Context: an optimization exercise on an open-source flow, tuned for small area, a short achievable clock period and few clock cycles per item. The choices shown serve that exercise and are no tape-out recipe. No run shown here included a check of the RTL's function; only the layout flow was run.

==> flow/design.v (outline; a module is shown in full before it is edited, if it fits) <==
// module sram22_64x32m4w8: 20 lines
// module dot_product: 1694 lines
module dot_product #(
  parameter ADDR_WIDTH = 5,
  parameter WIDTH = 32
) (
  input clk,
  input rst,
  input [ADDR_WIDTH:0] len,
  input [WIDTH-1:0] a_data,
  input a_valid,
  output reg a_ready,
  input [WIDTH-1:0] b_data,
  input b_valid,
  output reg b_ready,
  output [WIDTH-1:0] c_data,
  output reg c_valid,
  input c_ready
);
  // ...
==> flow/flow/run.sh <==
#!/bin/bash
# Own layout flow: the standard layout (standard synthesis, floorplan,
# placement, CTS, routing) with the timing repair steps aiming at a setup
# slack margin below the clock period, so that repair keeps shortening the
# critical paths instead of stopping once the 10 ns clock is met.
# The design's clock and I/O constraints are used unchanged.
set -euo pipefail
cd "$(dirname "$0")/.."
MARGIN=$(cat flow/margin.txt)
bash standard.sh SETUP_SLACK_MARGIN="$MARGIN" finish > flow_make.log 2>&1
==> flow/flow/margin.txt <==
6.6
==> flow/standard.sh <==
#!/bin/bash
# synth_recipe.tcl (not shown) runs the flow's synth.tcl, then flattens the netlist and writes it again
# the make line also repeats each setting of config.mk as NAME=value (left out here)
make -C /OpenROAD-flow-scripts/flow DESIGN_CONFIG=/design/flow/config.mk WORK_HOME=/design/flow/orfs CLKGATE_MAP_FILE= SYNTH_SCRIPT=/design/flow/synth_recipe.tcl "${@:-finish}"
==> flow/config.mk <==
export PLATFORM = sky130hd
export DESIGN_NAME = dot_product
export DESIGN_NICKNAME = dot_product
export VERILOG_FILES = /design/flow/design.v
export SDC_FILE = /design/flow/constraint.sdc
export NUM_CORES = 4
export LEC_CHECK = 0
export CAP_MARGIN = 20
export CORE_MARGIN = 2
export CORE_UTILIZATION = 40
export PLACE_DENSITY = 0.6
export SLEW_MARGIN = 20
==> flow/constraint.sdc <==
create_clock -name core_clock -period 10.0 [get_ports {clk}]
set_input_delay 2.0000 -clock core_clock [delete_from_list [all_inputs] [get_ports {clk}]]
set_output_delay 2.0000 -clock core_clock [all_outputs]
set_load 0.01 [all_outputs]
==> impl_metrics.csv, run 1 <==
group,metric,value,unit
layout,fin_util,0.487,
status,status,"complete, no violations",
global_routing,grt_pass1_vias,14877,
global_routing,use_met3,0.0321,
cts,clk_latency,0.59,ns
setup_path,critical_path_depth,13,
timing,holdWs,0.544,ns
logic_synthesis,synthMuxAreaShare,0.00319,
job,cap_violations,0,
setup_path,rr_endpoint,"acc[27]$_DFFE_PP_",
logic_synthesis,synth_cell_types,64,
route,num_vias,14143,
hold_path,hp-class,"flop to flop",
cts,cts_setup_buffers,47,
global_routing,grt_pass1_wl,86500,um
logic_synthesis,synth_fa_ha_area_frac,0.260,
die,taps,664,
cts,clockRootBuffer,"clkbuf_16",
layout,clockNetworkAreaShare,0.0391,
layout,final.fill_count,4453,
timing,hold_viol,0,
die,die-area,51900,um2
setup_path,endpoint,"acc[27]$_DFFE_PP_",
placement,place_area,21800,um2
layout,n_clock_buffer,36,
timing,rsz0062_at_grt,"yes",
logic_synthesis,synth_top_area_cell,"fa_1",
global_routing,grt_use_met2,0.335,
layout,mostFrequentLayoutCells,"inv_1, a22oi_1, fa_1, xnor2_1, xor2_1",
==> run 2, diff against run 1 <==
--- a/flow/design.v
+++ b/flow/design.v
@@ -35,26 +35,27 @@
   output reg c_valid,
   input c_ready
 );
 reg [WIDTH-1:0] a_r;
 reg a_full, b_full;
 reg [ADDR_WIDTH:0] len_r;
 reg [ADDR_WIDTH:0] n;
 reg m_v, m_first, m_last;
-reg [WIDTH-1:0] acc;
+reg [WIDTH-1:0] c_r;
+reg s_last;
 wire a_en = !a_full || b_full;
 wire b_en = !b_full || a_full;
 wire a_fire = a_valid && a_en;
 wire b_fire = b_valid && b_en;
 wire pair = a_full && b_full;
 wire last = n == len_r - 1'b1;
 wire a_full_nx = a_fire || (a_full && !pair);
 wire b_full_nx = b_fire || (b_full && !pair);
-assign c_data = acc;
+assign c_data = c_r;
 always @(posedge clk) if (a_en) a_r <= a_data;
 reg [15:0] b_one, b_two, b_neg;
 wire [32:0] bx = {b_data, 1'b0};
 wire [15:0] e_one, e_two, e_neg;
 genvar gi;
 generate for (gi = 0; gi < 16; gi = gi + 1) begin : benc
   assign e_one[gi] = bx[2*gi+1] ^ bx[2*gi];
   assign e_two[gi] = (bx[2*gi+2] & ~bx[2*gi+1] & ~bx[2*gi]) | (~bx[2*gi+2] & bx[2*gi+1] & bx[2*gi]);
@@ -1296,419 +1297,530 @@
   m_31_7 <= xc326;
   m_31_8 <= xc328;
   m_31_9 <= xc330;
   m_31_10 <= xc332;
   m_31_11 <= xc334;
   m_31_12 <= xc336;
   m_31_13 <= xc338;
 end
-wire [WIDTH-1:0] accg = m_first ? {WIDTH{1'b0}} : acc;
+reg [WIDTH-1:0] acc_x, acc_y;
+wire [WIDTH-1:0] accxg = m_first ? {WIDTH{1'b0}} : acc_x;
+wire [WIDTH-1:0] accyg = m_first ? {WIDTH{1'b0}} : acc_y;
 wire ys354;
 wire yc355;
-assign ys354 = m_0_0 ^ m_0_1;
-assign yc355 = m_0_0 & m_0_1;
+assign ys354 = m_0_0 ^ m_0_1 ^ accxg[0];
+assign yc355 = (m_0_0 & m_0_1) | (m_0_0 & accxg[0]) | (m_0_1 & accxg[0]);
 wire ys356;
 wire yc357;
-assign ys356 = m_1_0 ^ accg[1];
-assign yc357 = m_1_0 & accg[1];
+assign ys356 = m_1_0 ^ accxg[1] ^ accyg[1];
+assign yc357 = (m_1_0 & accxg[1]) | (m_1_0 & accyg[1]) | (accxg[1] & accyg[1]);
 wire ys358;
 wire yc359;
 assign ys358 = m_2_0 ^ m_2_1 ^ m_2_2;
 assign yc359 = (m_2_0 & m_2_1) | (m_2_0 & m_2_2) | (m_2_1 & m_2_2);
 wire ys360;
 wire yc361;
-assign ys360 = accg[2] ^ yc357;
-assign yc361 = accg[2] & yc357;
+assign ys360 = accxg[2] ^ accyg[2] ^ yc357;
+assign yc361 = (accxg[2] & accyg[2]) | (accxg[2] & yc357) | (accyg[2] & yc357);
 wire ys362;
 wire yc363;
-assign ys362 = m_3_0 ^ m_3_1 ^ accg[3];
-assign yc363 = (m_3_0 & m_3_1) | (m_3_0 & accg[3]) | (m_3_1 & accg[3]);
+assign ys362 = m_3_0 ^ m_3_1 ^ accxg[3];
+assign yc363 = (m_3_0 & m_3_1) | (m_3_0 & accxg[3]) | (m_3_1 & accxg[3]);
 wire ys364;
 wire yc365;
-assign ys364 = yc359 ^ yc361;
-assign yc365 = yc359 & yc361;
+assign ys364 = accyg[3] ^ yc359 ^ ys362;
+assign yc365 = (accyg[3] & yc359) | (accyg[3] & ys362) | (yc359 & ys362);
 wire ys366;
 wire yc367;
 assign ys366 = m_4_0 ^ m_4_1 ^ m_4_2;
 assign yc367 = (m_4_0 & m_4_1) | (m_4_0 & m_4_2) | (m_4_1 & m_4_2);
 wire ys368;
 wire yc369;
-assign ys368 = m_4_3 ^ accg[4] ^ yc363;
-assign yc369 = (m_4_3 & accg[4]) | (m_4_3 & yc363) | (accg[4] & yc363);
+assign ys368 = m_4_3 ^ accxg[4] ^ accyg[4];
+assign yc369 = (m_4_3 & accxg[4]) | (m_4_3 & accyg[4]) | (accxg[4] & accyg[4]);
 wire ys370;
 wire yc371;
-assign ys370 = ys366 ^ yc365;
-assign yc371 = ys366 & yc365;
+assign ys370 = yc363 ^ ys366 ^ ys368;
+assign yc371 = (yc363 & ys366) | (yc363 & ys368) | (ys366 & ys368);
 wire ys372;
 wire yc373;
 assign ys372 = m_5_0 ^ m_5_1 ^ m_5_2;
 assign yc373 = (m_5_0 & m_5_1) | (m_5_0 & m_5_2) | (m_5_1 & m_5_2);
 wire ys374;
 wire yc375;
-assign ys374 = accg[5] ^ yc367 ^ ys372;
-assign yc375 = (accg[5] & yc367) | (accg[5] & ys372) | (yc367 & ys372);
+assign ys374 = accxg[5] ^ accyg[5] ^ yc367;
+assign yc375 = (accxg[5] & accyg[5]) | (accxg[5] & yc367) | (accyg[5] & yc367);
 wire ys376;
 wire yc377;
-assign ys376 = yc369 ^ yc371;
-assign yc377 = yc369 & yc371;
+assign ys376 = yc369 ^ ys372 ^ yc371;
+assign yc377 = (yc369 & ys372) | (yc369 & yc371) | (ys372 & yc371);
 wire ys378;
 wire yc379;
 assign ys378 = m_6_0 ^ m_6_1 ^ m_6_2;
 assign yc379 = (m_6_0 & m_6_1) | (m_6_0 & m_6_2) | (m_6_1 & m_6_2);
 wire ys380;
 wire yc381;
-assign ys380 = m_6_3 ^ accg[6] ^ yc373;
-assign yc381 = (m_6_3 & accg[6]) | (m_6_3 & yc373) | (accg[6] & yc373);
+assign ys380 = m_6_3 ^ accxg[6] ^ accyg[6];
+assign yc381 = (m_6_3 & accxg[6]) | (m_6_3 & accyg[6]) | (accxg[6] & accyg[6]);
 wire ys382;
 wire yc383;
-assign ys382 = ys378 ^ yc375 ^ ys380;
-assign yc383 = (ys378 & yc375) | (ys378 & ys380) | (yc375 & ys380);
+assign ys382 = yc373 ^ ys378 ^ ys380;
+assign yc383 = (yc373 & ys378) | (yc373 & ys380) | (ys378 & ys380);
 wire ys384;
 wire yc385;
-assign ys384 = m_7_0 ^ m_7_1 ^ m_7_2;
-assign yc385 = (m_7_0 & m_7_1) | (m_7_0 & m_7_2) | (m_7_1 & m_7_2);
+assign ys384 = yc375 ^ ys382;
+assign yc385 = yc375 & ys382;
 wire ys386;
 wire yc387;
-assign ys386 = m_7_3 ^ accg[7] ^ yc379;
-assign yc387 = (m_7_3 & accg[7]) | (m_7_3 & yc379) | (accg[7] & yc379);
+assign ys386 = m_7_0 ^ m_7_1 ^ m_7_2;
+assign yc387 = (m_7_0 & m_7_1) | (m_7_0 & m_7_2) | (m_7_1 & m_7_2);
 wire ys388;
 wire yc389;
-assign ys388 = ys384 ^ yc381 ^ ys386;
-assign yc389 = (ys384 & yc381) | (ys384 & ys386) | (yc381 & ys386);
+assign ys388 = m_7_3 ^ accxg[7] ^ accyg[7];
+assign yc389 = (m_7_3 & accxg[7]) | (m_7_3 & accyg[7]) | (accxg[7] & accyg[7]);
 wire ys390;
 wire yc391;
-assign ys390 = m_8_0 ^ m_8_1 ^ m_8_2;
-assign yc391 = (m_8_0 & m_8_1) | (m_8_0 & m_8_2) | (m_8_1 & m_8_2);
+assign ys390 = yc379 ^ yc381 ^ ys386;
+assign yc391 = (yc379 & yc381) | (yc379 & ys386) | (yc381 & ys386);
 wire ys392;
 wire yc393;
-assign ys392 = m_8_3 ^ accg[8] ^ yc385;
-assign yc393 = (m_8_3 & accg[8]) | (m_8_3 & yc385) | (accg[8] & yc385);
+assign ys392 = ys388 ^ yc383 ^ ys390;
+assign yc393 = (ys388 & yc383) | (ys388 & ys390) | (yc383 & ys390);
 wire ys394;
 wire yc395;
-assign ys394 = ys390 ^ yc387 ^ ys392;
-assign yc395 = (ys390 & yc387) | (ys390 & ys392) | (yc387 & ys392);
+assign ys394 = m_8_0 ^ m_8_1 ^ m_8_2;
+assign yc395 = (m_8_0 & m_8_1) | (m_8_0 & m_8_2) | (m_8_1 & m_8_2);
 wire ys396;
 wire yc397;
-assign ys396 = m_9_0 ^ m_9_1 ^ m_9_2;
-assign yc397 = (m_9_0 & m_9_1) | (m_9_0 & m_9_2) | (m_9_1 & m_9_2);
+assign ys396 = m_8_3 ^ accxg[8] ^ accyg[8];
+assign yc397 = (m_8_3 & accxg[8]) | (m_8_3 & accyg[8]) | (accxg[8] & accyg[8]);
 wire ys398;
 wire yc399;
-assign ys398 = m_9_3 ^ accg[9] ^ yc391;
-assign yc399 = (m_9_3 & accg[9]) | (m_9_3 & yc391) | (accg[9] & yc391);
+assign ys398 = yc387 ^ yc389 ^ ys394;
+assign yc399 = (yc387 & yc389) | (yc387 & ys394) | (yc389 & ys394);
 wire ys400;
 wire yc401;
-assign ys400 = ys396 ^ yc393 ^ ys398;
-assign yc401 = (ys396 & yc393) | (ys396 & ys398) | (yc393 & ys398);
+assign ys400 = ys396 ^ yc391 ^ ys398;
+assign yc401 = (ys396 & yc391) | (ys396 & ys398) | (yc391 & ys398);
 wire ys402;
 wire yc403;
-assign ys402 = m_10_0 ^ m_10_1 ^ m_10_2;
-assign yc403 = (m_10_0 & m_10_1) | (m_10_0 & m_10_2) | (m_10_1 & m_10_2);
+assign ys402 = m_9_0 ^ m_9_1 ^ m_9_2;
+assign yc403 = (m_9_0 & m_9_1) | (m_9_0 & m_9_2) | (m_9_1 & m_9_2);
 wire ys404;
 wire yc405;
-assign ys404 = m_10_3 ^ accg[10] ^ yc397;
-assign yc405 = (m_10_3 & accg[10]) | (m_10_3 & yc397) | (accg[10] & yc397);
+assign ys404 = m_9_3 ^ accxg[9] ^ accyg[9];
+assign yc405 = (m_9_3 & accxg[9]) | (m_9_3 & accyg[9]) | (accxg[9] & accyg[9]);
 wire ys406;
 wire yc407;
-assign ys406 = ys402 ^ yc399 ^ ys404;
-assign yc407 = (ys402 & yc399) | (ys402 & ys404) | (yc399 & ys404);
+assign ys406 = yc395 ^ yc397 ^ ys402;
+assign yc407 = (yc395 & yc397) | (yc395 & ys402) | (yc397 & ys402);
 wire ys408;
 wire yc409;
-assign ys408 = m_11_0 ^ m_11_1 ^ m_11_2;
-assign yc409 = (m_11_0 & m_11_1) | (m_11_0 & m_11_2) | (m_11_1 & m_11_2);
+assign ys408 = ys404 ^ yc399 ^ ys406;
+assign yc409 = (ys404 & yc399) | (ys404 & ys406) | (yc399 & ys406);
 wire ys410;
 wire yc411;
-assign ys410 = m_11_3 ^ accg[11] ^ yc403;
-assign yc411 = (m_11_3 & accg[11]) | (m_11_3 & yc403) | (accg[11] & yc403);
+assign ys410 = m_10_0 ^ m_10_1 ^ m_10_2;
+assign yc411 = (m_10_0 & m_10_1) | (m_10_0 & m_10_2) | (m_10_1 & m_10_2);
 wire ys412;
 wire yc413;
-assign ys412 = ys408 ^ yc405 ^ ys410;
-assign yc413 = (ys408 & yc405) | (ys408 & ys410) | (yc405 & ys410);
+assign ys412 = m_10_3 ^ accxg[10] ^ accyg[10];
+assign yc413 = (m_10_3 & accxg[10]) | (m_10_3 & accyg[10]) | (accxg[10] & accyg[10]);
 wire ys414;
 wire yc415;
-assign ys414 = m_12_0 ^ m_12_1 ^ m_12_2;
-assign yc415 = (m_12_0 & m_12_1) | (m_12_0 & m_12_2) | (m_12_1 & m_12_2);
+assign ys414 = yc403 ^ yc405 ^ ys410;
+assign yc415 = (yc403 & yc405) | (yc403 & ys410) | (yc405 & ys410);
 wire ys416;
 wire yc417;
-assign ys416 = m_12_3 ^ accg[12] ^ yc409;
-assign yc417 = (m_12_3 & accg[12]) | (m_12_3 & yc409) | (accg[12] & yc409);
+assign ys416 = ys412 ^ yc407 ^ ys414;
+assign yc417 = (ys412 & yc407) | (ys412 & ys414) | (yc407 & ys414);
 wire ys418;
 wire yc419;
-assign ys418 = ys414 ^ yc411 ^ ys416;
-assign yc419 = (ys414 & yc411) | (ys414 & ys416) | (yc411 & ys416);
+assign ys418 = m_11_0 ^ m_11_1 ^ m_11_2;
+assign yc419 = (m_11_0 & m_11_1) | (m_11_0 & m_11_2) | (m_11_1 & m_11_2);
 wire ys420;
 wire yc421;
-assign ys420 = m_13_0 ^ m_13_1 ^ m_13_2;
-assign yc421 = (m_13_0 & m_13_1) | (m_13_0 & m_13_2) | (m_13_1 & m_13_2);
+assign ys420 = m_11_3 ^ accxg[11] ^ accyg[11];
+assign yc421 = (m_11_3 & accxg[11]) | (m_11_3 & accyg[11]) | (accxg[11] & accyg[11]);
 wire ys422;
 wire yc423;
-assign ys422 = m_13_3 ^ accg[13] ^ yc415;
-assign yc423 = (m_13_3 & accg[13]) | (m_13_3 & yc415) | (accg[13] & yc415);
+assign ys422 = yc411 ^ yc413 ^ ys418;
+assign yc423 = (yc411 & yc413) | (yc411 & ys418) | (yc413 & ys418);
 wire ys424;
 wire yc425;
-assign ys424 = ys420 ^ yc417 ^ ys422;
-assign yc425 = (ys420 & yc417) | (ys420 & ys422) | (yc417 & ys422);
+assign ys424 = ys420 ^ yc415 ^ ys422;
+assign yc425 = (ys420 & yc415) | (ys420 & ys422) | (yc415 & ys422);
 wire ys426;
 wire yc427;
-assign ys426 = m_14_0 ^ m_14_1 ^ m_14_2;
-assign yc427 = (m_14_0 & m_14_1) | (m_14_0 & m_14_2) | (m_14_1 & m_14_2);
+assign ys426 = m_12_0 ^ m_12_1 ^ m_12_2;
+assign yc427 = (m_12_0 & m_12_1) | (m_12_0 & m_12_2) | (m_12_1 & m_12_2);
 wire ys428;
 wire yc429;
-assign ys428 = m_14_3 ^ accg[14] ^ yc421;
-assign yc429 = (m_14_3 & accg[14]) | (m_14_3 & yc421) | (accg[14] & yc421);
+assign ys428 = m_12_3 ^ accxg[12] ^ accyg[12];
+assign yc429 = (m_12_3 & accxg[12]) | (m_12_3 & accyg[12]) | (accxg[12] & accyg[12]);
 wire ys430;
 wire yc431;
-assign ys430 = ys426 ^ yc423 ^ ys428;
-assign yc431 = (ys426 & yc423) | (ys426 & ys428) | (yc423 & ys428);
+assign ys430 = yc419 ^ yc421 ^ ys426;
+assign yc431 = (yc419 & yc421) | (yc419 & ys426) | (yc421 & ys426);
 wire ys432;
 wire yc433;
-assign ys432 = m_15_0 ^ m_15_1 ^ m_15_2;
-assign yc433 = (m_15_0 & m_15_1) | (m_15_0 & m_15_2) | (m_15_1 & m_15_2);
+assign ys432 = ys428 ^ yc423 ^ ys430;
+assign yc433 = (ys428 & yc423) | (ys428 & ys430) | (yc423 & ys430);
 wire ys434;
 wire yc435;
-assign ys434 = m_15_3 ^ accg[15] ^ yc427;
-assign yc435 = (m_15_3 & accg[15]) | (m_15_3 & yc427) | (accg[15] & yc427);
+assign ys434 = m_13_0 ^ m_13_1 ^ m_13_2;
+assign yc435 = (m_13_0 & m_13_1) | (m_13_0 & m_13_2) | (m_13_1 & m_13_2);
 wire ys436;
 wire yc437;
-assign ys436 = ys432 ^ yc429 ^ ys434;
-assign yc437 = (ys432 & yc429) | (ys432 & ys434) | (yc429 & ys434);
+assign ys436 = m_13_3 ^ accxg[13] ^ accyg[13];
+assign yc437 = (m_13_3 & accxg[13]) | (m_13_3 & accyg[13]) | (accxg[13] & accyg[13]);
 wire ys438;
 wire yc439;
-assign ys438 = m_16_0 ^ m_16_1 ^ m_16_2;
-assign yc439 = (m_16_0 & m_16_1) | (m_16_0 & m_16_2) | (m_16_1 & m_16_2);
+assign ys438 = yc427 ^ yc429 ^ ys434;
+assign yc439 = (yc427 & yc429) | (yc427 & ys434) | (yc429 & ys434);
 wire ys440;
 wire yc441;
-assign ys440 = m_16_3 ^ accg[16] ^ yc433;
-assign yc441 = (m_16_3 & accg[16]) | (m_16_3 & yc433) | (accg[16] & yc433);
+assign ys440 = ys436 ^ yc431 ^ ys438;
+assign yc441 = (ys436 & yc431) | (ys436 & ys438) | (yc431 & ys438);
 wire ys442;
 wire yc443;
-assign ys442 = ys438 ^ yc435 ^ ys440;
-assign yc443 = (ys438 & yc435) | (ys438 & ys440) | (yc435 & ys440);
+assign ys442 = m_14_0 ^ m_14_1 ^ m_14_2;
+assign yc443 = (m_14_0 & m_14_1) | (m_14_0 & m_14_2) | (m_14_1 & m_14_2);
 wire ys444;
 wire yc445;
-assign ys444 = m_17_0 ^ m_17_1 ^ m_17_2;
-assign yc445 = (m_17_0 & m_17_1) | (m_17_0 & m_17_2) | (m_17_1 & m_17_2);
+assign ys444 = m_14_3 ^ accxg[14] ^ accyg[14];
+assign yc445 = (m_14_3 & accxg[14]) | (m_14_3 & accyg[14]) | (accxg[14] & accyg[14]);
 wire ys446;
 wire yc447;
-assign ys446 = m_17_3 ^ accg[17] ^ yc439;
-assign yc447 = (m_17_3 & accg[17]) | (m_17_3 & yc439) | (accg[17] & yc439);
+assign ys446 = yc435 ^ yc437 ^ ys442;
+assign yc447 = (yc435 & yc437) | (yc435 & ys442) | (yc437 & ys442);
 wire ys448;
 wire yc449;
-assign ys448 = ys444 ^ yc441 ^ ys446;
-assign yc449 = (ys444 & yc441) | (ys444 & ys446) | (yc441 & ys446);
+assign ys448 = ys444 ^ yc439 ^ ys446;
+assign yc449 = (ys444 & yc439) | (ys444 & ys446) | (yc439 & ys446);
 wire ys450;
 wire yc451;
-assign ys450 = m_18_0 ^ m_18_1 ^ m_18_2;
-assign yc451 = (m_18_0 & m_18_1) | (m_18_0 & m_18_2) | (m_18_1 & m_18_2);
+assign ys450 = m_15_0 ^ m_15_1 ^ m_15_2;
+assign yc451 = (m_15_0 & m_15_1) | (m_15_0 & m_15_2) | (m_15_1 & m_15_2);
 wire ys452;
 wire yc453;
-assign ys452 = m_18_3 ^ accg[18] ^ yc445;
-assign yc453 = (m_18_3 & accg[18]) | (m_18_3 & yc445) | (accg[18] & yc445);
+assign ys452 = m_15_3 ^ accxg[15] ^ accyg[15];
+assign yc453 = (m_15_3 & accxg[15]) | (m_15_3 & accyg[15]) | (accxg[15] & accyg[15]);
 wire ys454;
 wire yc455;
-assign ys454 = ys450 ^ yc447 ^ ys452;
-assign yc455 = (ys450 & yc447) | (ys450 & ys452) | (yc447 & ys452);
+assign ys454 = yc443 ^ yc445 ^ ys450;
+assign yc455 = (yc443 & yc445) | (yc443 & ys450) | (yc445 & ys450);
 wire ys456;
 wire yc457;
-assign ys456 = m_19_0 ^ m_19_1 ^ m_19_2;
-assign yc457 = (m_19_0 & m_19_1) | (m_19_0 & m_19_2) | (m_19_1 & m_19_2);
+assign ys456 = ys452 ^ yc447 ^ ys454;
+assign yc457 = (ys452 & yc447) | (ys452 & ys454) | (yc447 & ys454);
 wire ys458;
 wire yc459;
-assign ys458 = m_19_3 ^ accg[19] ^ yc451;
-assign yc459 = (m_19_3 & accg[19]) | (m_19_3 & yc451) | (accg[19] & yc451);
+assign ys458 = m_16_0 ^ m_16_1 ^ m_16_2;
+assign yc459 = (m_16_0 & m_16_1) | (m_16_0 & m_16_2) | (m_16_1 & m_16_2);
 wire ys460;
 wire yc461;
-assign ys460 = ys456 ^ yc453 ^ ys458;
-assign yc461 = (ys456 & yc453) | (ys456 & ys458) | (yc453 & ys458);
+assign ys460 = m_16_3 ^ accxg[16] ^ accyg[16];
+assign yc461 = (m_16_3 & accxg[16]) | (m_16_3 & accyg[16]) | (accxg[16] & accyg[16]);
 wire ys462;
 wire yc463;
-assign ys462 = m_20_0 ^ m_20_1 ^ m_20_2;
-assign yc463 = (m_20_0 & m_20_1) | (m_20_0 & m_20_2) | (m_20_1 & m_20_2);
+assign ys462 = yc451 ^ yc453 ^ ys458;
+assign yc463 = (yc451 & yc453) | (yc451 & ys458) | (yc453 & ys458);
 wire ys464;
 wire yc465;
-assign ys464 = m_20_3 ^ accg[20] ^ yc457;
-assign yc465 = (m_20_3 & accg[20]) | (m_20_3 & yc457) | (accg[20] & yc457);
+assign ys464 = ys460 ^ yc455 ^ ys462;
+assign yc465 = (ys460 & yc455) | (ys460 & ys462) | (yc455 & ys462);
 wire ys466;
 wire yc467;
-assign ys466 = ys462 ^ yc459 ^ ys464;
-assign yc467 = (ys462 & yc459) | (ys462 & ys464) | (yc459 & ys464);
+assign ys466 = m_17_0 ^ m_17_1 ^ m_17_2;
+assign yc467 = (m_17_0 & m_17_1) | (m_17_0 & m_17_2) | (m_17_1 & m_17_2);
 wire ys468;
 wire yc469;
-assign ys468 = m_21_0 ^ m_21_1 ^ m_21_2;
-assign yc469 = (m_21_0 & m_21_1) | (m_21_0 & m_21_2) | (m_21_1 & m_21_2);
+assign ys468 = m_17_3 ^ accxg[17] ^ accyg[17];
+assign yc469 = (m_17_3 & accxg[17]) | (m_17_3 & accyg[17]) | (accxg[17] & accyg[17]);
 wire ys470;
 wire yc471;
-assign ys470 = m_21_3 ^ accg[21] ^ yc463;
-assign yc471 = (m_21_3 & accg[21]) | (m_21_3 & yc463) | (accg[21] & yc463);
+assign ys470 = yc459 ^ yc461 ^ ys466;
+assign yc471 = (yc459 & yc461) | (yc459 & ys466) | (yc461 & ys466);
 wire ys472;
 wire yc473;
-assign ys472 = ys468 ^ yc465 ^ ys470;
-assign yc473 = (ys468 & yc465) | (ys468 & ys470) | (yc465 & ys470);
+assign ys472 = ys468 ^ yc463 ^ ys470;
+assign yc473 = (ys468 & yc463) | (ys468 & ys470) | (yc463 & ys470);
 wire ys474;
 wire yc475;
-assign ys474 = m_22_0 ^ m_22_1 ^ m_22_2;
-assign yc475 = (m_22_0 & m_22_1) | (m_22_0 & m_22_2) | (m_22_1 & m_22_2);
+assign ys474 = m_18_0 ^ m_18_1 ^ m_18_2;
+assign yc475 = (m_18_0 & m_18_1) | (m_18_0 & m_18_2) | (m_18_1 & m_18_2);
 wire ys476;
 wire yc477;
-assign ys476 = m_22_3 ^ accg[22] ^ yc469;
-assign yc477 = (m_22_3 & accg[22]) | (m_22_3 & yc469) | (accg[22] & yc469);
+assign ys476 = m_18_3 ^ accxg[18] ^ accyg[18];
+assign yc477 = (m_18_3 & accxg[18]) | (m_18_3 & accyg[18]) | (accxg[18] & accyg[18]);
 wire ys478;
 wire yc479;
-assign ys478 = ys474 ^ yc471 ^ ys476;
-assign yc479 = (ys474 & yc471) | (ys474 & ys476) | (yc471 & ys476);
+assign ys478 = yc467 ^ yc469 ^ ys474;
+assign yc479 = (yc467 & yc469) | (yc467 & ys474) | (yc469 & ys474);
 wire ys480;
 wire yc481;
-assign ys480 = m_23_0 ^ m_23_1 ^ m_23_2;
-assign yc481 = (m_23_0 & m_23_1) | (m_23_0 & m_23_2) | (m_23_1 & m_23_2);
+assign ys480 = ys476 ^ yc471 ^ ys478;
+assign yc481 = (ys476 & yc471) | (ys476 & ys478) | (yc471 & ys478);
 wire ys482;
 wire yc483;
-assign ys482 = m_23_3 ^ accg[23] ^ yc475;
-assign yc483 = (m_23_3 & accg[23]) | (m_23_3 & yc475) | (accg[23] & yc475);
+assign ys482 = m_19_0 ^ m_19_1 ^ m_19_2;
+assign yc483 = (m_19_0 & m_19_1) | (m_19_0 & m_19_2) | (m_19_1 & m_19_2);
 wire ys484;
 wire yc485;
-assign ys484 = ys480 ^ yc477 ^ ys482;
-assign yc485 = (ys480 & yc477) | (ys480 & ys482) | (yc477 & ys482);
+assign ys484 = m_19_3 ^ accxg[19] ^ accyg[19];
+assign yc485 = (m_19_3 & accxg[19]) | (m_19_3 & accyg[19]) | (accxg[19] & accyg[19]);
 wire ys486;
 wire yc487;
-assign ys486 = m_24_0 ^ m_24_1 ^ m_24_2;
-assign yc487 = (m_24_0 & m_24_1) | (m_24_0 & m_24_2) | (m_24_1 & m_24_2);
+assign ys486 = yc475 ^ yc477 ^ ys482;
+assign yc487 = (yc475 & yc477) | (yc475 & ys482) | (yc477 & ys482);
 wire ys488;
 wire yc489;
-assign ys488 = m_24_3 ^ accg[24] ^ yc481;
-assign yc489 = (m_24_3 & accg[24]) | (m_24_3 & yc481) | (accg[24] & yc481);
+assign ys488 = ys484 ^ yc479 ^ ys486;
+assign yc489 = (ys484 & yc479) | (ys484 & ys486) | (yc479 & ys486);
 wire ys490;
 wire yc491;
-assign ys490 = ys486 ^ yc483 ^ ys488;
-assign yc491 = (ys486 & yc483) | (ys486 & ys488) | (yc483 & ys488);
+assign ys490 = m_20_0 ^ m_20_1 ^ m_20_2;
+assign yc491 = (m_20_0 & m_20_1) | (m_20_0 & m_20_2) | (m_20_1 & m_20_2);
 wire ys492;
 wire yc493;
-assign ys492 = m_25_0 ^ m_25_1 ^ m_25_2;
-assign yc493 = (m_25_0 & m_25_1) | (m_25_0 & m_25_2) | (m_25_1 & m_25_2);
+assign ys492 = m_20_3 ^ accxg[20] ^ accyg[20];
+assign yc493 = (m_20_3 & accxg[20]) | (m_20_3 & accyg[20]) | (accxg[20] & accyg[20]);
 wire ys494;
 wire yc495;
-assign ys494 = m_25_3 ^ accg[25] ^ yc487;
-assign yc495 = (m_25_3 & accg[25]) | (m_25_3 & yc487) | (accg[25] & yc487);
+assign ys494 = yc483 ^ yc485 ^ ys490;
+assign yc495 = (yc483 & yc485) | (yc483 & ys490) | (yc485 & ys490);
 wire ys496;
 wire yc497;
-assign ys496 = ys492 ^ yc489 ^ ys494;
-assign yc497 = (ys492 & yc489) | (ys492 & ys494) | (yc489 & ys494);
+assign ys496 = ys492 ^ yc487 ^ ys494;
+assign yc497 = (ys492 & yc487) | (ys492 & ys494) | (yc487 & ys494);
 wire ys498;
 wire yc499;
-assign ys498 = m_26_0 ^ m_26_1 ^ m_26_2;
-assign yc499 = (m_26_0 & m_26_1) | (m_26_0 & m_26_2) | (m_26_1 & m_26_2);
+assign ys498 = m_21_0 ^ m_21_1 ^ m_21_2;
+assign yc499 = (m_21_0 & m_21_1) | (m_21_0 & m_21_2) | (m_21_1 & m_21_2);
 wire ys500;
 wire yc501;
-assign ys500 = m_26_3 ^ accg[26] ^ yc493;
-assign yc501 = (m_26_3 & accg[26]) | (m_26_3 & yc493) | (accg[26] & yc493);
+assign ys500 = m_21_3 ^ accxg[21] ^ accyg[21];
+assign yc501 = (m_21_3 & accxg[21]) | (m_21_3 & accyg[21]) | (accxg[21] & accyg[21]);
 wire ys502;
 wire yc503;
-assign ys502 = ys498 ^ yc495 ^ ys500;
-assign yc503 = (ys498 & yc495) | (ys498 & ys500) | (yc495 & ys500);
+assign ys502 = yc491 ^ yc493 ^ ys498;
+assign yc503 = (yc491 & yc493) | (yc491 & ys498) | (yc493 & ys498);
 wire ys504;
 wire yc505;
-assign ys504 = m_27_0 ^ m_27_1 ^ m_27_2;
-assign yc505 = (m_27_0 & m_27_1) | (m_27_0 & m_27_2) | (m_27_1 & m_27_2);
+assign ys504 = ys500 ^ yc495 ^ ys502;
+assign yc505 = (ys500 & yc495) | (ys500 & ys502) | (yc495 & ys502);
 wire ys506;
 wire yc507;
-assign ys506 = m_27_3 ^ accg[27] ^ yc499;
-assign yc507 = (m_27_3 & accg[27]) | (m_27_3 & yc499) | (accg[27] & yc499);
+assign ys506 = m_22_0 ^ m_22_1 ^ m_22_2;
+assign yc507 = (m_22_0 & m_22_1) | (m_22_0 & m_22_2) | (m_22_1 & m_22_2);
 wire ys508;
 wire yc509;
-assign ys508 = ys504 ^ yc501 ^ ys506;
-assign yc509 = (ys504 & yc501) | (ys504 & ys506) | (yc501 & ys506);
+assign ys508 = m_22_3 ^ accxg[22] ^ accyg[22];
+assign yc509 = (m_22_3 & accxg[22]) | (m_22_3 & accyg[22]) | (accxg[22] & accyg[22]);
 wire ys510;
 wire yc511;
-assign ys510 = m_28_0 ^ m_28_1 ^ m_28_2;
-assign yc511 = (m_28_0 & m_28_1) | (m_28_0 & m_28_2) | (m_28_1 & m_28_2);
+assign ys510 = yc499 ^ yc501 ^ ys506;
+assign yc511 = (yc499 & yc501) | (yc499 & ys506) | (yc501 & ys506);
 wire ys512;
 wire yc513;
-assign ys512 = m_28_3 ^ accg[28] ^ yc505;
-assign yc513 = (m_28_3 & accg[28]) | (m_28_3 & yc505) | (accg[28] & yc505);
+assign ys512 = ys508 ^ yc503 ^ ys510;
+assign yc513 = (ys508 & yc503) | (ys508 & ys510) | (yc503 & ys510);
 wire ys514;
 wire yc515;
-assign ys514 = ys510 ^ yc507 ^ ys512;
-assign yc515 = (ys510 & yc507) | (ys510 & ys512) | (yc507 & ys512);
+assign ys514 = m_23_0 ^ m_23_1 ^ m_23_2;
+assign yc515 = (m_23_0 & m_23_1) | (m_23_0 & m_23_2) | (m_23_1 & m_23_2);
 wire ys516;
 wire yc517;
-assign ys516 = m_29_0 ^ m_29_1 ^ m_29_2;
-assign yc517 = (m_29_0 & m_29_1) | (m_29_0 & m_29_2) | (m_29_1 & m_29_2);
+assign ys516 = m_23_3 ^ accxg[23] ^ accyg[23];
+assign yc517 = (m_23_3 & accxg[23]) | (m_23_3 & accyg[23]) | (accxg[23] & accyg[23]);
 wire ys518;
 wire yc519;
-assign ys518 = m_29_3 ^ accg[29] ^ yc511;
-assign yc519 = (m_29_3 & accg[29]) | (m_29_3 & yc511) | (accg[29] & yc511);
+assign ys518 = yc507 ^ yc509 ^ ys514;
+assign yc519 = (yc507 & yc509) | (yc507 & ys514) | (yc509 & ys514);
 wire ys520;
 wire yc521;
-assign ys520 = ys516 ^ yc513 ^ ys518;
-assign yc521 = (ys516 & yc513) | (ys516 & ys518) | (yc513 & ys518);
+assign ys520 = ys516 ^ yc511 ^ ys518;
+assign yc521 = (ys516 & yc511) | (ys516 & ys518) | (yc511 & ys518);
 wire ys522;
 wire yc523;
-assign ys522 = m_30_0 ^ m_30_1 ^ m_30_2;
-assign yc523 = (m_30_0 & m_30_1) | (m_30_0 & m_30_2) | (m_30_1 & m_30_2);
+assign ys522 = m_24_0 ^ m_24_1 ^ m_24_2;
+assign yc523 = (m_24_0 & m_24_1) | (m_24_0 & m_24_2) | (m_24_1 & m_24_2);
 wire ys524;
 wire yc525;
-assign ys524 = m_30_3 ^ accg[30] ^ yc517;
-assign yc525 = (m_30_3 & accg[30]) | (m_30_3 & yc517) | (accg[30] & yc517);
+assign ys524 = m_24_3 ^ accxg[24] ^ accyg[24];
+assign yc525 = (m_24_3 & accxg[24]) | (m_24_3 & accyg[24]) | (accxg[24] & accyg[24]);
 wire ys526;
 wire yc527;
-assign ys526 = ys522 ^ yc519 ^ ys524;
-assign yc527 = (ys522 & yc519) | (ys522 & ys524) | (yc519 & ys524);
+assign ys526 = yc515 ^ yc517 ^ ys522;
+assign yc527 = (yc515 & yc517) | (yc515 & ys522) | (yc517 & ys522);
 wire ys528;
-assign ys528 = m_31_0 ^ m_31_1;
-wire ys529;
-assign ys529 = m_31_2 ^ m_31_3;
+wire yc529;
+assign ys528 = ys524 ^ yc519 ^ ys526;
+assign yc529 = (ys524 & yc519) | (ys524 & ys526) | (yc519 & ys526);
 wire ys530;
-assign ys530 = m_31_4 ^ m_31_5;
-wire ys531;
-assign ys531 = m_31_6 ^ m_31_7;
+wire yc531;
+assign ys530 = m_25_0 ^ m_25_1 ^ m_25_2;
+assign yc531 = (m_25_0 & m_25_1) | (m_25_0 & m_25_2) | (m_25_1 & m_25_2);
 wire ys532;
-assign ys532 = m_31_8 ^ m_31_9;
-wire ys533;
-assign ys533 = m_31_10 ^ m_31_11;
+wire yc533;
+assign ys532 = m_25_3 ^ accxg[25] ^ accyg[25];
+assign yc533 = (m_25_3 & accxg[25]) | (m_25_3 & accyg[25]) | (accxg[25] & accyg[25]);
 wire ys534;
-assign ys534 = m_31_12 ^ m_31_13;
-wire ys535;
-assign ys535 = accg[31] ^ ys528;
+wire yc535;
+assign ys534 = yc523 ^ yc525 ^ ys530;
+assign yc535 = (yc523 & yc525) | (yc523 & ys530) | (yc525 & ys530);
 wire ys536;
-assign ys536 = ys529 ^ ys530;
-wire ys537;
-assign ys537 = ys531 ^ ys532;
+wire yc537;
+assign ys536 = ys532 ^ yc527 ^ ys534;
+assign yc537 = (ys532 & yc527) | (ys532 & ys534) | (yc527 & ys534);
 wire ys538;
-assign ys538 = ys533 ^ ys534;
-wire ys539;
-assign ys539 = yc523 ^ ys535;
+wire yc539;
+assign ys538 = m_26_0 ^ m_26_1 ^ m_26_2;
+assign yc539 = (m_26_0 & m_26_1) | (m_26_0 & m_26_2) | (m_26_1 & m_26_2);
 wire ys540;
-assign ys540 = ys536 ^ ys537;
-wire ys541;
-assign ys541 = ys538 ^ ys539;
+wire yc541;
+assign ys540 = m_26_3 ^ accxg[26] ^ accyg[26];
+assign yc541 = (m_26_3 & accxg[26]) | (m_26_3 & accyg[26]) | (accxg[26] & accyg[26]);
 wire ys542;
-assign ys542 = ys540 ^ yc525;
-wire ys543;
-assign ys543 = ys541 ^ ys542;
-wire [WIDTH-1:0] sx = {ys543, yc521, yc515, yc509, yc503, yc497, yc491, yc485, yc479, yc473, yc467, yc461, yc455, yc449, yc443, yc437, yc431, yc425, yc419, yc413, yc407, yc401, yc395, yc389, yc383, yc377, ys374, ys368, ys362, ys358, yc355, accg[0]};
-wire [WIDTH-1:0] sy = {yc527, ys526, ys520, ys514, ys508, ys502, ys496, ys490, ys484, ys478, ys472, ys466, ys460, ys454, ys448, ys442, ys436, ys430, ys424, ys418, ys412, ys406, ys400, ys394, ys388, ys382, ys376, ys370, ys364, ys360, ys356, ys354};
-wire [WIDTH-1:0] acc_nx = sx + sy;
+wire yc543;
+assign ys542 = yc531 ^ yc533 ^ ys538;
+assign yc543 = (yc531 & yc533) | (yc531 & ys538) | (yc533 & ys538);
+wire ys544;
+wire yc545;
+assign ys544 = ys540 ^ yc535 ^ ys542;
+assign yc545 = (ys540 & yc535) | (ys540 & ys542) | (yc535 & ys542);
+wire ys546;
+wire yc547;
+assign ys546 = m_27_0 ^ m_27_1 ^ m_27_2;
+assign yc547 = (m_27_0 & m_27_1) | (m_27_0 & m_27_2) | (m_27_1 & m_27_2);
+wire ys548;
+wire yc549;
+assign ys548 = m_27_3 ^ accxg[27] ^ accyg[27];
+assign yc549 = (m_27_3 & accxg[27]) | (m_27_3 & accyg[27]) | (accxg[27] & accyg[27]);
+wire ys550;
+wire yc551;
+assign ys550 = yc539 ^ yc541 ^ ys546;
+assign yc551 = (yc539 & yc541) | (yc539 & ys546) | (yc541 & ys546);
+wire ys552;
+wire yc553;
+assign ys552 = ys548 ^ yc543 ^ ys550;
+assign yc553 = (ys548 & yc543) | (ys548 & ys550) | (yc543 & ys550);
+wire ys554;
+wire yc555;
+assign ys554 = m_28_0 ^ m_28_1 ^ m_28_2;
+assign yc555 = (m_28_0 & m_28_1) | (m_28_0 & m_28_2) | (m_28_1 & m_28_2);
+wire ys556;
+wire yc557;
+assign ys556 = m_28_3 ^ accxg[28] ^ accyg[28];
+assign yc557 = (m_28_3 & accxg[28]) | (m_28_3 & accyg[28]) | (accxg[28] & accyg[28]);
+wire ys558;
+wire yc559;
+assign ys558 = yc547 ^ yc549 ^ ys554;
+assign yc559 = (yc547 & yc549) | (yc547 & ys554) | (yc549 & ys554);
+wire ys560;
+wire yc561;
+assign ys560 = ys556 ^ yc551 ^ ys558;
+assign yc561 = (ys556 & yc551) | (ys556 & ys558) | (yc551 & ys558);
+wire ys562;
+wire yc563;
+assign ys562 = m_29_0 ^ m_29_1 ^ m_29_2;
+assign yc563 = (m_29_0 & m_29_1) | (m_29_0 & m_29_2) | (m_29_1 & m_29_2);
+wire ys564;
+wire yc565;
+assign ys564 = m_29_3 ^ accxg[29] ^ accyg[29];
+assign yc565 = (m_29_3 & accxg[29]) | (m_29_3 & accyg[29]) | (accxg[29] & accyg[29]);
+wire ys566;
+wire yc567;
+assign ys566 = yc555 ^ yc557 ^ ys562;
+assign yc567 = (yc555 & yc557) | (yc555 & ys562) | (yc557 & ys562);
+wire ys568;
+wire yc569;
+assign ys568 = ys564 ^ yc559 ^ ys566;
+assign yc569 = (ys564 & yc559) | (ys564 & ys566) | (yc559 & ys566);
+wire ys570;
+wire yc571;
+assign ys570 = m_30_0 ^ m_30_1 ^ m_30_2;
+assign yc571 = (m_30_0 & m_30_1) | (m_30_0 & m_30_2) | (m_30_1 & m_30_2);
+wire ys572;
+wire yc573;
+assign ys572 = m_30_3 ^ accxg[30] ^ accyg[30];
+assign yc573 = (m_30_3 & accxg[30]) | (m_30_3 & accyg[30]) | (accxg[30] & accyg[30]);
+wire ys574;
+wire yc575;
+assign ys574 = yc563 ^ yc565 ^ ys570;
+assign yc575 = (yc563 & yc565) | (yc563 & ys570) | (yc565 & ys570);
+wire ys576;
+wire yc577;
+assign ys576 = ys572 ^ yc567 ^ ys574;
+assign yc577 = (ys572 & yc567) | (ys572 & ys574) | (yc567 & ys574);
+wire ys578;
+assign ys578 = m_31_0 ^ m_31_1;
+wire ys579;
+assign ys579 = m_31_2 ^ m_31_3;
+wire ys580;
+assign ys580 = m_31_4 ^ m_31_5;
+wire ys581;
+assign ys581 = m_31_6 ^ m_31_7;
+wire ys582;
+assign ys582 = m_31_8 ^ m_31_9;
+wire ys583;
+assign ys583 = m_31_10 ^ m_31_11;
+wire ys584;
+assign ys584 = m_31_12 ^ m_31_13;
+wire ys585;
+assign ys585 = accxg[31] ^ accyg[31];
+wire ys586;
+assign ys586 = ys578 ^ ys579;
+wire ys587;
+assign ys587 = ys580 ^ ys581;
+wire ys588;
+assign ys588 = ys582 ^ ys583;
+wire ys589;
+assign ys589 = ys584 ^ ys585;
+wire ys590;
+assign ys590 = yc571 ^ yc573;
+wire ys591;
+assign ys591 = ys586 ^ ys587;
+wire ys592;
+assign ys592 = ys588 ^ ys589;
+wire ys593;
+assign ys593 = ys590 ^ ys591;
+wire ys594;
+assign ys594 = ys592 ^ ys593;
+wire ys595;
+assign ys595 = yc575 ^ ys594;
+wire [WIDTH-1:0] sx = {ys595, yc569, yc561, yc553, yc545, yc537, yc529, yc521, yc513, yc505, yc497, yc489, yc481, yc473, yc465, yc457, yc449, yc441, yc433, yc425, yc417, yc409, yc401, yc393, yc385, yc377, ys374, yc365, yc361, ys358, yc355, accyg[0]};
+wire [WIDTH-1:0] sy = {yc577, ys576, ys568, ys560, ys552, ys544, ys536, ys528, ys520, ys512, ys504, ys496, ys488, ys480, ys472, ys464, ys456, ys448, ys440, ys432, ys424, ys416, ys408, ys400, ys392, ys384, ys376, ys370, ys364, ys360, ys356, ys354};
+wire [WIDTH-1:0] sum_nx = acc_x + acc_y;
 always @(posedge clk) begin
   len_r <= len;
   if (rst) begin
     a_full <= 1'b0;
     b_full <= 1'b0;
     a_ready <= 1'b1;
     b_ready <= 1'b1;
     n <= 0;
     m_v <= 1'b0;
     m_first <= 1'b0;
     m_last <= 1'b0;
-    c_valid <= 1'b0;
+    c_valid <= 1'b0; s_last <= 1'b0;
   end else begin
     a_full <= a_full_nx;
     b_full <= b_full_nx;
     a_ready <= !a_full_nx || b_full_nx;
     b_ready <= !b_full_nx || a_full_nx;
     if (pair) n <= last ? 0 : n + 1'b1;
     m_v <= pair;
     m_first <= pair && n == 0;
     m_last <= pair && last;
+    s_last <= m_v && m_last;
     if (c_valid && c_ready) c_valid <= 1'b0;
-    else if (m_v && m_last) c_valid <= 1'b1;
+    else if (s_last) c_valid <= 1'b1;
   end
-  if (m_v) acc <= acc_nx;
+  if (m_v) begin
+    acc_x <= sx;
+    acc_y <= sy;
+  end
+  c_r <= sum_nx;
 end
 endmodule
==> flow/flow/run.sh (replaced) <==
#!/bin/bash
# Own layout flow: the standard layout (standard synthesis, floorplan,
# placement, CTS, routing) run through standard.sh, with extra make settings
# read from flow/make_args.txt (one VAR=value per line). They set how hard
# timing repair works (a setup slack margin, so that repair keeps shortening
# the critical paths after the 10 ns clock is met) and which buffer cell
# buffers the ports. The design's clock and I/O constraints are unchanged.
# make's full output goes to flow_make.log here; each ORFS step also keeps
# its own log under orfs/logs/.
set -euo pipefail
cd "$(dirname "$0")/.."
args=()
while IFS= read -r line || [[ -n "$line" ]]; do
  [[ -z "$line" || "$line" == \#* ]] && continue
  args+=("$line")
done < flow/make_args.txt
bash standard.sh "${args[@]}" finish > flow_make.log 2>&1
==> flow/flow/make_args.txt (new file) <==
SETUP_SLACK_MARGIN=7.0
BUFFER_PORTS_ARGS=-buffer_cell sky130_fd_sc_hd__buf_2
removed: flow/flow/margin.txt
==> run 2 against run 1 <==
Net effect: via count up 11%; global-route usage down 0.69 points; sequential share of layout area up 2.7 points; area after synthesis up 15%; register-to-register slack better by 0.58 ns; worst hold slack worse by 0.14 ns; die area up 14%; first-iteration DRC count up 11%; setup slack better by 0.58 ns; critical endpoint is now m_29_3$_DFF_P_; largest cell class unchanged.
==> impl_metrics.csv, run 2 <==
group,metric,value,unit
layout,final_common_cell,"inv_1",
logic_synthesis,synth_top_family_by_area,"adder cells",
placement,port_buffers,109,
logic_synthesis,synthArstFlopShare,0,
placement,place_ws,6.33,ns
logic_synthesis,syn_inst,2088,
logic_synthesis,ys_ff_latch,326,
die,core,56600,um2
timing,finClkSkew,0.0219,ns
hold_path,hp-class,"flop to flop",
cts,clk_latency,0.56,ns
job,cap_violations,0,
cts,htree_levels,2,
global_routing,track_usage,0.204,
cts,clockRootBuffer,"clkbuf_16",
logic_synthesis,post-synth-top-count-cell,"inv_1",
setup_path,worst_ep_arrival_time,3.45,ns
cts,clk_pin_slew,0.06,ns
route,viasPerCell,5.20,
timing,fin_crit,3.02,ns
layout,drive_gt1_frac,0.203,
logic_synthesis,synth_cell_types,81,
setup_path,end_kind,"flop",
global_routing,grt_max_degree,65,
timing,hold_viol,0,
global_routing,grt_pass1_vias,16774,
timing,tns,0,ns
route,drcViolationCount,0,
cts,clock_sinks,326,
setup_path,worstPathMaxFanout,7,
logic_synthesis,synth-simple-area-share,0.0599,
die,die-area,59400,um2
setup_path,crit_required,10.44,ns
route,drt-initial-drc-count,1325,
cts,postCtsHoldBufs,0,
route,num_vias,15735,
layout,mostFrequentLayoutCells,"inv_1, fa_1, a22oi_1, xnor2_1, dfxtp_1",
logic_synthesis,synth_nets,2472,
placement,globalplace.congestion,0.897,
cts,numCtsBuffers,39,
die,initial_core_util,0.406,
die,rows,87,
global_routing,gr-total-overflow,0,
route,wl,60100,um
logic_synthesis,netlist_area,23000,um2
route,ant_nets,0,
global_routing,grt_pass1_wl,94500,um
logic_synthesis,synthMuxAreaShare,0.00321,
layout,n_antenna_cell,0,
logic_synthesis,ys_top_cells_by_area,"fa_1, edfxtp_1, dfxtp_1",
timing,layout_setup_ws,6.98,ns
route,drt-pass1-iter-count,6,
logic_synthesis,synth_compound_area_frac,0.129,
logic_synthesis,synth_xor_area_frac,0.135,
timing,post-route-period-util,0.302,
logic_synthesis,yosysTopAreaCellShare,0.217,
placement,dp_hpwl,41400,um
route,wl_per_cell,19.9,um
layout,design.final.nets,2625,
logic_synthesis,synth_fa_ha_area_frac,0.250,
timing,drv_slew,0,
logic_synthesis,synth_top_area_cell,"fa_1",
cts,cts_tree,"done",
status,status,"complete, no violations",
layout,syn_to_final_growth,18.8,%
logic_synthesis,ys_warn_count,1,
logic_synthesis,synth_edf_count,144,
logic_synthesis,synth_common_cells,"inv_1, a22oi_1, fa_1",
logic_synthesis,ys_seq_area_frac,0.347,
timing,setup_viol,0,
die,fp.dieH,244,um
setup_path,cp-start-kind,"flop",
die,fp.dieW,244,um
global_routing,antenna_found_initial,0,
setup_path,worst-setup-path-type,"flop to flop",
timing,fmax,331,MHz
timing,slew_headroom,0.423,
cts,ctsLongestPathBuffers,3,
die,ios,110,
timing,max_slew.worst_pin.slew,0.866,ns
logic_synthesis,synth-main-ff-cell,"dfxtp_1",
logic_synthesis,synth_area_per_cell,11.0,um2
timing,rsz0062_at_grt,"yes",
## run 2: cell count changes after synthesis, sizes merged, moves of 9 or more
| cell | previous run | this run |
|---|---|---|
| fa | 219 | 249 |
| a21o | 9 | 18 |
| edfxtp | 112 | 144 |
| xnor2 | 189 | 213 |
| dfxtp | 149 | 182 |
| nor3 | 4 | 15 |
| xor2 | 171 | 140 |
| buf | 52 | 67 |
| nand2b | 42 | 76 |
## run 2: cell type report
cell class                      count  area [um2]
Clock buffer                       55        1170
Clock inverter                     17         135
Fill cell                        5139       29300
Inverter                          292        1100
Multi-Input combinational cell   1314       13600
Sequential cell                   326        7990
Tap cell                          756         946
Timing Repair Buffer              268        2350
## run 2: repair_timing
item	4_1_cts	5_1_grt
pin swaps	22	37
endpoints found under the setup margin	87	56
gates resized for setup	71	91
cloned	4	1
buffers inserted	112	15
## run 2: kinds of logic (layout without fill, tap and decap cells)
group                    after synthesis  in the layout
buffers and inverters                448            632
AO/OA/AOI/OAI                        395            395
XOR/XNOR                             353            353
flip-flops                           326            326
adder cells (fa/ha/maj)              309            309
AND/OR/NAND/NOR                      250            250
multiplexers                           7              7
## run 2: path summary, 6_finish.rpt
kind	start	endpoint	slack, ns	cells after the start
max reg2reg	b_two[0]$_DFFE_PN_	m_29_3$_DFF_P_	6.98	10
min	m_last$_SDFF_PP0_	s_last$_SDFF_PP0_	0.41	2
max	b_two[0]$_DFFE_PN_	m_29_3$_DFF_P_	6.98	10
min reg2reg	m_last$_SDFF_PP0_	s_last$_SDFF_PP0_	0.41	2
## run 2: worst max-delay path, cell delays in order, from the launching register on
cell and delay [ns]:
edfxtp_1 0.42, buf_12 0.17, buf_6 0.11, a22oi_2 0.23, xnor2_2 0.11, fa_2 0.59
inv_2 0.06, fa_2 0.39, fa_2 0.37, inv_2 0.06, fa_1 0.39
## run 2: through the flow
stage	std cells	hold slack [ns]	util	instance area, um2
final	3028	0.409	0.482	27300
after detailed placement	2824	0.404	0.424	24000
after floorplan	2088	0.343	-	23100
after CTS	3012	0.414	0.473	26800
after global routing	3028	0.467	0.482	27300
after global placement	2824	0.408	0.424	24000
## run 2: layer usage
metal | routed length [um] | vias up | track usage
li1 | - | 7192 | -
met1 | 25900 | 7736 | 0.271
met2 | 27600 | 637 | 0.327
met3 | 3930 | 170 | 0.0327
met4 | 2750 | 0 | 0.0916
met5 | 0 | - | 0

-- port drivers added, routing unchanged --
No port has a modelled driver above. Below, the same layouts with a new extraction and two added sets of constraints.
Step 1 sets driving cells, clkbuf_16 on the clock port and buf_2 on the other inputs (assumed; they add their load-dependent delay and slew).
Step 2, shift: input delay + t, output delay - t, t = (earliest + latest rising clock arrival at the registers) / 2. This alone moves slack from input paths to output paths.
Three values: ideal, step 1, step 2; two values: the first two.
run | t (ns) | setup slack, ns | worst setup path after step 2 | worst slew at a driven data input, ns
run 1 | 0.639 | 6.398 / 6.398 / 6.398 | register to register | 0.06
run 2 | 0.609 | 6.983 / 6.952 / 6.983 | register to register | 0.06
After both steps every run listed still meets setup and hold.
